From an optimization exercise on the open Yosys and OpenROAD flow, aimed at small area and a short achievable clock period; shortcuts taken in it are not production practice.
Function was checked by simulation only, so behaviour that the tests miss may differ from the original.
Power and IR drop assume default switching activity.

harbor:
Design wavlet, start of the top module:
module wavlet(
	input clk,
	input rst_n,
	input [15:0] data_in,
	output reg signed [20:0] data_out_hd,
	output reg signed [20:0] data_out_ld
);
For scale: ~270 flip-flops, roughly 60 I/O pins, ~0.020 mm2 of cells after synthesis.
make LEC_CHECK=0 CAP_MARGIN=20 CORE_MARGIN=2 CORE_UTILIZATION=40 CTS_CLUSTER_DIAMETER=80 CTS_CLUSTER_SIZE=30 SLEW_MARGIN=20 finish   # period 12.0 ns
run.sh (not shown) runs the stock make flow with config.mk's settings and CLKGATE_MAP_FILE= SYNTH_SCRIPT=/design/flow/synth_recipe.tcl, a recipe that flattens the netlist after the stock synthesis.
In summary, harbor completed successfully, with a layout that passed the timing, DRC and antenna checks.
Modified inputs, yarrow compared to harbor
- clearing CTS_CLUSTER_DIAMETER, which used to be 80
- clearing CTS_CLUSTER_SIZE, which used to be 30
--- outcome ---
yarrow vs harbor on overall routing resource usage: yarrow is the higher one. Residual overflow from global routing essentially unchanged between yarrow and harbor. Sort harbor and yarrow by count of clock-buffer cells in the layout, ascending, and harbor comes first. From harbor to yarrow the numbers moved as follows: power drawn by the sequential cells did not really move; minimum clock period after layout went down; part of the total power dissipated in the clock network went up; setup slack went up; core utilization went up. Re clock network area share: harbor and yarrow aren't equal, and the higher value belongs to yarrow. Fmax improves in yarrow relative to harbor. Compare harbor and yarrow | fraction of standard cell area in multi-input logic higher: harbor.

* * *

## run M
wavlet, a different RTL version from the one above (not shown whole).
Size: roughly 60 I/O pins, ~18,000 sq um of cells after synthesis.
==> flow/design.v (excerpt) <==
module wavlet(
	input clk,
	input rst_n,
	input [15:0] data_in,
	output reg signed [20:0] data_out_hd,
	output reg signed [20:0] data_out_ld
);
reg [15:0] or1, or2, or3, er1, er2, er3;
reg ph;
reg hd_s2_0_0, hd_s2_0_1, hd_s2_1_0, hd_s2_1_1, hd_s2_2_0, hd_s2_2_1, hd_s2_3_0, hd_s2_3_1, hd_s2_4_0, hd_s2_4_1, hd_s2_5_0, hd_s2_5_1, hd_s2_6_0, hd_s2_6_1, hd_s2_7_0, hd_s2_7_1, hd_s2_8_0, hd_s2_8_1, hd_s2_9_0, hd_s2_9_1, hd_s2_10_0, hd_s2_10_1, hd_s2_11_0, hd_s2_11_1, hd_s2_12_0, hd_s2_12_1, hd_s2_13_0, hd_s2_13_1, hd_s2_14_0, hd_s2_14_1, hd_s2_15_0, hd_s2_15_1, hd_s1_0_0, hd_s1_0_1, hd_s1_1_0, hd_s1_1_1, hd_s1_2_0, hd_s1_2_1, hd_s1_3_0, hd_s1_3_1, hd_s1_4_0, hd_s1_4_1, hd_s1_5_0, hd_s1_5_1, hd_s1_6_0, hd_s1_6_1, hd_s1_7_0, hd_s1_7_1, hd_s1_8_0, hd_s1_8_1, hd_s1_9_0, hd_s1_9_1, hd_s1_10_0, hd_s1_10_1, hd_s1_11_0, hd_s1_11_1, hd_s1_12_0, hd_s1_12_1, hd_s1_13_0, hd_s1_13_1, hd_s1_14_0, hd_s1_14_1, hd_s1_15_0, hd_s1_15_1, hd_s1_16_0, ld_s2_0_0, ld_s2_0_1, ld_s2_1_0, ld_s2_1_1, ld_s2_2_0, ld_s2_2_1, ld_s2_3_0, ld_s2_3_1, ld_s2_4_0, ld_s2_4_1, ld_s2_5_0, ld_s2_5_1, ld_s2_6_0, ld_s2_6_1, ld_s2_7_0, ld_s2_7_1, ld_s2_8_0, ld_s2_9_0, ld_s2_9_1, ld_s2_10_0, ld_s2_10_1, ld_s2_11_0, ld_s2_11_1, ld_s2_12_0, ld_s2_12_1, ld_s2_13_0, ld_s2_13_1, ld_s2_14_0, ld_s2_14_1, ld_s1_0_0, ld_s1_0_1, ld_s1_1_0, ld_s1_1_1, ld_s1_2_0, ld_s1_2_1, ld_s1_3_0, ld_s1_3_1, ld_s1_4_0, ld_s1_4_1, ld_s1_5_0, ld_s1_5_1, ld_s1_6_0, ld_s1_6_1, ld_s1_7_0, ld_s1_7_1, ld_s1_8_0, ld_s1_8_1, ld_s1_9_0, ld_s1_9_1, ld_s1_10_0, ld_s1_10_1, ld_s1_11_0, ld_s1_11_1, ld_s1_12_0, ld_s1_12_1, ld_s1_13_0, ld_s1_13_1, ld_s1_14_0, ld_s1_14_1, ld_s1_15_0, ld_s1_15_1, ld_s1_16_0;
wire n1 = ~or2[4] ^ ~or2[0];
wire n2 = ~(~or2[4] | ~or2[0]);
wire n3 = or2[5] ^ or2[1];
wire n4 = ~(or2[5] | or2[1]);
wire n5 = ~or2[6] ^ ~or2[2];
wire n6 = ~(~or2[6] | ~or2[2]);
wire n7 = or2[0] ^ n5 ^ ~n4;
wire n8 = (or2[0] & n5) | (or2[0] & ~n4) | (n5 & ~n4);
  ...
clock: 12.0 ns
lec_check: 0
cap_margin: 20
core_margin: 2
core_utilization: 40
slew_margin: 20
standard.sh (not shown) runs the stock make flow with config.mk's settings and CLKGATE_MAP_FILE= SYNTH_SCRIPT=/design/flow/synth_recipe.tcl, a recipe that flattens the netlist after the stock synthesis.
==> flow/flow/run.sh <==
#!/bin/bash
# Own layout flow: the standard synthesis (unchanged), then flipfa2.py, a
# netlist pass that removes inverters (a full adder is
# self-dual, and many gates have a complement cell), then the standard
# layout with plain buffers (buf_4 instead of clkdlybuf4s50_1) on the ports,
# and with ORFS's timing repair aiming at a setup slack of $MARGIN ns (the
# constraints are unchanged: the clock is still the design's period).
# If a layout attempt fails (e.g. a routing fault the extractor rejects), the
# layout steps are run again with a slightly different placement density.
set -uo pipefail
W=$PWD
R=$W/orfs/results/$FLOW_PLATFORM/wavlet/base
bash standard.sh "$R/1_2_yosys.v" > "$W/synth.log" 2>&1 || exit 1
cp "$R/1_2_yosys.v" "$W/yosys_standard.v"
python3 flow/flipfa2.py "$FLOW_HOME/platforms/$FLOW_PLATFORM/lib/sky130_fd_sc_hd__tt_025C_1v80.lib" "$W/yosys_standard.v" "$W/yosys_flipped.v" 1500 > "$W/flipfa.log" 2>&1 || exit 1
cp "$W/yosys_flipped.v" "$R/1_2_yosys.v"
export BUFFER_PORTS_ARGS="-buffer_cell sky130_fd_sc_hd__buf_4"
MARGIN=8.45
n=0
for dens in "" 0.58 0.62 0.55; do
  n=$((n + 1))
  if [[ -n "$dens" ]]; then
    rm -f "$R"/[2-6]_* "$W"/orfs/logs/"$FLOW_PLATFORM"/wavlet/base/[2-6]_*
    bash standard.sh SETUP_SLACK_MARGIN=$MARGIN PLACE_DENSITY=$dens finish > "$W/layout$n.log" 2>&1 && exit 0
  else
    bash standard.sh SETUP_SLACK_MARGIN=$MARGIN finish > "$W/layout$n.log" 2>&1 && exit 0
  fi
done
exit 1
Other scripts of this flow, unchanged in this note and not shown: flow/flow/flipfa2.py
--- input diff run M..run X ---
diff --git a/flow/config.mk b/flow/config.mk
--- a/flow/config.mk
+++ b/flow/config.mk
@@ -9,3 +9,5 @@
 export CORE_MARGIN = 2
 export CORE_UTILIZATION = 40
+export CTS_CLUSTER_DIAMETER = 80
+export CTS_CLUSTER_SIZE = 30
 export SLEW_MARGIN = 20
[summary]
Comparing run X and run M, fmax is higher on run X.
Run X gives less final net count than run M did.
Against run M, run X comes in 1 higher on number of detailed-route iterations in the first pass.
Summary — number of violations reported at the end of detailed-routing iteration 0, run X relative to run M: higher, by 9.8%.
Compared with run M, run X ends up with a smaller final cell area.
Comparing detailed-route wire length for run X and run M, the smaller number came from run X.
Of run X and run M, the run reporting the higher utilization was run M.
Going from run M to run X, global-route wire length before repair shrank slightly.
Lower total of cells resized after clock tree synthesis among run X and run M: run M
Total power of run X is lower than that of run M.

==> static timing again, ports no longer ideal <==
No port has a modelled driver above. Below, the same layouts with a new extraction and two added sets of constraints.
Step 1 sets driving cells, clkbuf_16 on the clock port and buf_2 on the other inputs (assumed; they add their load-dependent delay and slew).
Step 2 also shifts input and output timing later by t, the mid clock arrival at the registers, as if the neighbouring blocks saw the same clock.
a / b / c = ideal / step 1 / step 2; a / b = the first two.
run | shift t [ns] | slack for setup (ns) | latest minus earliest clock arrival (ns) | pins driven straight from the clock port
harbor | 0.601 | 8.133 / 8.076 / 8.031 | 0.027 / 0.027 | 1
yarrow | 0.591 | 8.152 / 8.098 / 8.009 | 0.016 / 0.017 | 1
run M | 0.636 | 8.472 / 8.420 / 8.174 | 0.014 / 0.014 | 1
run X | 0.581 | 8.513 / 8.461 / 8.266 | 0.033 / 0.033 | 1
After both steps setup and hold are still met in every run listed. For run M, which loses most, drivers alone change the setup slack by -0.052 ns; drivers and shift together by -0.298 ns. The worst setup slack also covers recovery checks on asynchronous resets.
